Background: an optimization exercise with open tools, aiming at small area, a short achievable clock period and few clock cycles. Do not read the settings as production practice.
Function was checked by simulation only, so behaviour that the tests miss may differ from the original.

## flow/design.v (module list and top-level ports; edited modules follow where they fit)
// module conv1_top: 929 lines
// module csa_fa: 4 lines
// module csa_ha: 4 lines
module conv1_top #(
    parameter CONV_INPUT_SIZE = 23,
    parameter CONV_OUTPUT_SIZE = 22,
    parameter CONV_OUTPUT_FILTER = 20
)(
    input                     clk,
    input                     rst,
    input                     start,
    output reg         [4: 0] input_addra,
    input  wire signed [15:0] idata,
    output reg  signed [15:0] odata,
    output reg         [4: 0] output_filter,
    output reg         [4: 0] output_addra,
    output reg                done
);
  // ...
==> flow/flow/run.sh <==
#!/bin/bash
# Standard ORFS layout, with repair_timing asked for extra setup margin so
# that it sizes the critical paths for a shorter period than the clock's.
set -uo pipefail
MARGIN=$(cat "$(dirname "$0")/margin.txt")
bash standard.sh synth > synth.log 2>&1 || exit 1
bash standard.sh SETUP_SLACK_MARGIN=$MARGIN finish > layout.log 2>&1 || exit 1
==> flow/flow/margin.txt <==
22.5
==> flow/standard.sh <==
#!/bin/bash
# synth_recipe.tcl (not shown) runs the flow's synth.tcl, then flattens the netlist and writes it again
# the make line also repeats each setting of config.mk as NAME=value (left out here)
make -C /OpenROAD-flow-scripts/flow DESIGN_CONFIG=/design/flow/config.mk WORK_HOME=/design/flow/orfs CLKGATE_MAP_FILE= SYNTH_SCRIPT=/design/flow/synth_recipe.tcl "${@:-finish}"
==> flow/config.mk <==
export PLATFORM = sky130hd
export DESIGN_NAME = conv1_top
export DESIGN_NICKNAME = conv1_top
export VERILOG_FILES = /design/flow/design.v
export SDC_FILE = /design/flow/constraint.sdc
export NUM_CORES = 8
export LEC_CHECK = 0
export CAP_MARGIN = 20
export CORE_MARGIN = 2
export CORE_UTILIZATION = 40
export SLEW_MARGIN = 20
export SYNTH_HIERARCHICAL = 1
==> flow/constraint.sdc <==
create_clock -name core_clock -period 30.0 [get_ports {clk}]
set_input_delay 6.0000 -clock core_clock [delete_from_list [all_inputs] [get_ports {clk}]]
set_output_delay 6.0000 -clock core_clock [all_outputs]
set_load 0.01 [all_outputs]
==> impl_metrics.env, run 1 <==
export IMPL_status="timing/DRC/antenna clean"
export IMPL_path_cells="clkdlybuf4s50_1"
export IMPL_cts_resized=12
export IMPL_area_growth_syn_to_layout_pct=7.60
export IMPL_first_global_vias=12400
export IMPL_place_ws_ns=22.06
export IMPL_maxUsedRoutingLayer="met4"
export IMPL_setup_worst_path_end="output_filter[3]"
export IMPL_synthDistinctLibCells=75
export IMPL_synth_top_family_by_area="adder cells"
export IMPL_grt_max_degree=68
export IMPL_tns_ns=0
export IMPL_worst_slew_pin_slew_ns=1.04
export IMPL_cts_tree="done"
export IMPL_ctsLongestPathBuffers=2
export IMPL_hold_start="done"
export IMPL_synth_area_um2=14700
export IMPL_rsz0062_at_grt="no"
export IMPL_clock_skew_ns=0.0140
export IMPL_postLayoutSetupSlackWorst_ns=22.54
export IMPL_portBuffers=50
export IMPL_synth_nets=1979
export IMPL_critPathLaunch="output_filter[3]"
export IMPL_numCtsBuffers=9
export IMPL_end_kind="primary output"
export IMPL_die_h_um=196
export IMPL_hold_slack_ns=0.483
export IMPL_ys_flop_type="dfxtp_1"
export IMPL_final_cell_mix="fa_1, nor2_1, a221oi_1, nand2_1, ha_1"
export IMPL_regMostFlops="srn"
export IMPL_clock_buffers=10
export IMPL_netlist_top_cells_count="fa_1, nor2_1, a221oi_1, nand2_1, clkbuf_1"
export IMPL_dr_first_iter_drc_count=1530
export IMPL_dp_cells=2016
export IMPL_final_common_cell="fa_1"
export IMPL_synthArstFlopShare_pct=0
export IMPL_crit_type="register to primary output"
export IMPL_dr_total_vias=12600
export IMPL_grt_usage_pct=24.2
Testbench counts, summed over its fixed seeds: cycles 21,504.
==> inputs of run 2 (changes only) <==
==> flow/run.sh (new file) <==
#!/bin/bash
# synth_recipe.tcl (not shown) runs the flow's synth.tcl, then flattens the netlist and writes it again
# the make line also repeats each setting of config.mk as NAME=value (left out here)
make -C /OpenROAD-flow-scripts/flow DESIGN_CONFIG=/design/flow/config.mk WORK_HOME=/design/flow/orfs CLKGATE_MAP_FILE= SYNTH_SCRIPT=/design/flow/synth_recipe.tcl finish
removed: flow/flow/run.sh
removed: flow/flow/margin.txt
removed: flow/standard.sh
==> run 2 against run 1 <==
Still clean on timing, DRC and antenna; sequential cell count did not move; sequential share of layout area barely moved; worst hold slack barely moved; non-clock buffer count fell by 4; clock skew barely moved; count of clock-buffer cells in the layout did not move; maximum frequency fell by 4.0%; cell count fell by 0.20%; critical path depth rose by 17; utilization fell by 0.24 points; register-to-register slack got worse by 0.68 ns; largest cell class unchanged.
==> impl_metrics.env, run 2 <==
export IMPL_ys_ff_latch=95
export IMPL_grt_max_degree=68
export IMPL_cp_max_fo=44
export IMPL_synth_edff_count=0
export IMPL_synth_nets=1979
export IMPL_cts_tree="done"
export IMPL_cap_violations=0
export IMPL_die_h_um=196
export IMPL_portBuffers=50
export IMPL_final_cell_mix="fa_1, nor2_1, a221oi_1, nand2_1, ha_1"
export IMPL_synthTopCellsByArea="fa_1, dfxtp_1, ha_1, a221oi_1, nor2_1"
export IMPL_dpl_hpwl_um=34500
export IMPL_final_common_cell="fa_1"
export IMPL_fin_crit_ns=7.77
export IMPL_synthArstFlopShare_pct=0
export IMPL_clock_sinks=95
export IMPL_crit_type="register to register"
export IMPL_insertion_delay_ns=0.39
export IMPL_rsz0062_at_grt="no"
export IMPL_cts_resized=0
export IMPL_setup_viol=0
export IMPL_tns_ns=0
export IMPL_yosysTopAreaCellShare_pct=34.1
export IMPL_netlist_top_cells_count="fa_1, nor2_1, a221oi_1, nand2_1, clkbuf_1"
export IMPL_htree_levels=3
export IMPL_syn_avg_cell_area_um2=9.12
export IMPL_drive_above_1_share_pct=3.96
export IMPL_overflow=0
export IMPL_grt_pass1_wl_um=71300
export IMPL_dr_total_vias=12600
export IMPL_rows=70
export IMPL_path_cells="buf_4 > clkinv_1 > nor2_1 > nand2_1 > nand2_1 > a21oi_1 > fa_1 > fa_1 > fa_1 > fa_1 > fa_1 > ha_1 > and3_1 > and2_1 > a221oi_2 > a21oi_4 > o21ai_0 > or4b_1"
export IMPL_n_antenna_cell=0
export IMPL_ctsLongestPathBuffers=2
export IMPL_largest_reg_flops=24
export IMPL_dr_first_iter_drc_count=1573
export IMPL_synth_cells=1614
export IMPL_synth_area_um2=14700
export IMPL_viasPerCell=6.22
export IMPL_drt_pre_antenna_iters=6
export IMPL_critPathLaunchType="register"
export IMPL_numCtsBuffers=9
export IMPL_synthDistinctLibCells=75
export IMPL_grt_antenna_before_repair=1
export IMPL_area_growth_syn_to_layout_pct=7.00
export IMPL_gp_congestion=0.942
export IMPL_die_area_um2=38300
export IMPL_final_nets=1924
export IMPL_report_final_slew_viol_count=0
export IMPL_critical_path_arrival_ns=8.03
export IMPL_fin_crit_sh_pct=25.9
export IMPL_ys_warn_count=7
export IMPL_drc=0
export IMPL_hold_class="register to register"
export IMPL_first_global_vias=12400
export IMPL_cts_setup_buffers=0
export IMPL_hold_slack_ns=0.483
export IMPL_hold_viol=0
export IMPL_critical_path_max_stage_delay_ns=0.78
export IMPL_clock_skew_ns=0.0141
export IMPL_ctsHoldBuffers=0
export IMPL_worstPathRequired_ns=30.26
export IMPL_reg2reg_setup_slack_ns=22.23
export IMPL_core_area_um2=36400
export IMPL_grt_usage_pct=24.2
export IMPL_end_kind="register"
export IMPL_crit_top_cell="fa_1"
export IMPL_cts_root_buffer="clkbuf_16"
export IMPL_post_drt_wl_per_cell_um=22.4
export IMPL_worst_slew_pin_slew_ns=1.09
export IMPL_synth_seq_area_share_pct=12.9
export IMPL_wl_um=45500
export IMPL_cp_slowest_cell="nand2_1"
export IMPL_status="timing/DRC/antenna clean"
export IMPL_antenna_left=0
export IMPL_synth_most_common_cell="fa_1"
export IMPL_max_freq_mhz=129
export IMPL_ys_flop_type="dfxtp_1"
export IMPL_cts_clk_slew_worst_paths_ns=0.07
export IMPL_ioPinCount=51
export IMPL_initial_core_util_pct=40.4
export IMPL_die_width_um=196
export IMPL_regMostFlops="srn"
export IMPL_slew_headroom_pct=27.0
export IMPL_yosysTopAreaCell="fa_1"
run 2: kinds of logic after synthesis:
kind of cell / Yosys count / synth area share (%)
AOI/OAI and AO/OA: 484 / 23.6
and+or+nand+nor: 424 / 12.7
adders and majority gates: 346 / 42.2
muxes: 11 / 0.757
buffers and inverters: 219 / 5.75
DFF: 95 / 12.9
xor gates and xnor gates: 35 / 2.08
run 2: per-module statistics from Yosys, one instance, submodules excluded:
| module | cell area, um^2 | flops+latches | cells | copies in the design |
|---|---|---|---|---|
| conv1_top | 9550 | 95 | 1351 | 1 |
| csa_fa | 20.0 | 0 | 1 | 250 |
| csa_ha | 12.5 | 0 | 1 | 13 |
run 2: area by class of cell:
class | instances | area (um^2)
fillers | 3604 | 20700
clock buffers | 10 | 229
repair buffers | 69 | 643
well taps | 468 | 586
flip-flops and latches | 95 | 1900
clock inverters | 6 | 68.8
inverters | 84 | 315
multi-input cells | 1300 | 12000
run 2: critical path, delay by kind of cell (launching register included):
| kind | cells | cell delay, ns |
|---|---|---|
| DFF | 1 | 0.31 |
| and+or+nand+nor | 6 | 2.56 |
| buffers and inverters | 2 | 0.91 |
| AOI/OAI and AO/OA | 4 | 0.89 |
| adders and majority gates | 6 | 2.95 |
run 2: metal layers:
layer  global-route usage, %  up-vias  share of wire, %
met4                    11.8        2               4.7
met5                       0        -             0.035
li1                        -     5647                 -
met2                    38.8      680                46
met1                    31.1     6167                41
met3                    5.09      153               9.0
run 2: worst paths after layout:
check / from / to / cells past startpoint
hold reg to reg: done / done / 2
hold / removal: done / done / 2
setup reg to reg: fidx[0] / srn[23] / 18
setup / recovery: fidx[0] / srn[23] / 18
run 2: stage by stage:
stage | instances | area [um^2] | util, % | worst slack, ns
floorplan | 1614 | 14700 | - | 22.80
global placement | 2016 | 15400 | 42.4 | 22.04
detailed placement | 2016 | 15400 | 42.4 | 22.06
CTS | 2032 | 15700 | 43.2 | 22.34
global route | 2032 | 15700 | 43.2 | 21.80
finish | 2032 | 15700 | 43.2 | 22.23

==> what the ideal ports hide <==
How much do the figures lean on ideal ports? The routed layouts below were timed once more, with nothing changed but the port constraints.
Step 1: set_driving_cell puts a clkbuf_16 on clk and a buf_2 on each other input, an assumption about the parent block.
Step 2, shift: input delay + t, output delay - t, t = (earliest + latest rising clock arrival at the registers) / 2. This alone moves slack from input paths to output paths.
Three values: ideal ports, drivers, drivers and shift; two values: the first two.
run | shift t [ns] | setup WS [ns] | worst hold slack (ns) | worst setup path at the end
run 1 | 0.441 | 22.537 / 22.483 / 22.303 | 0.483 / 0.483 / 0.483 | input to register
run 2 | 0.439 | 22.229 / 22.229 / 22.038 | 0.483 / 0.483 / 0.483 | input to register
After both steps every run listed still meets setup and hold. For run 1, which loses most, drivers alone change the setup slack by -0.054 ns; drivers and shift together by -0.234 ns.
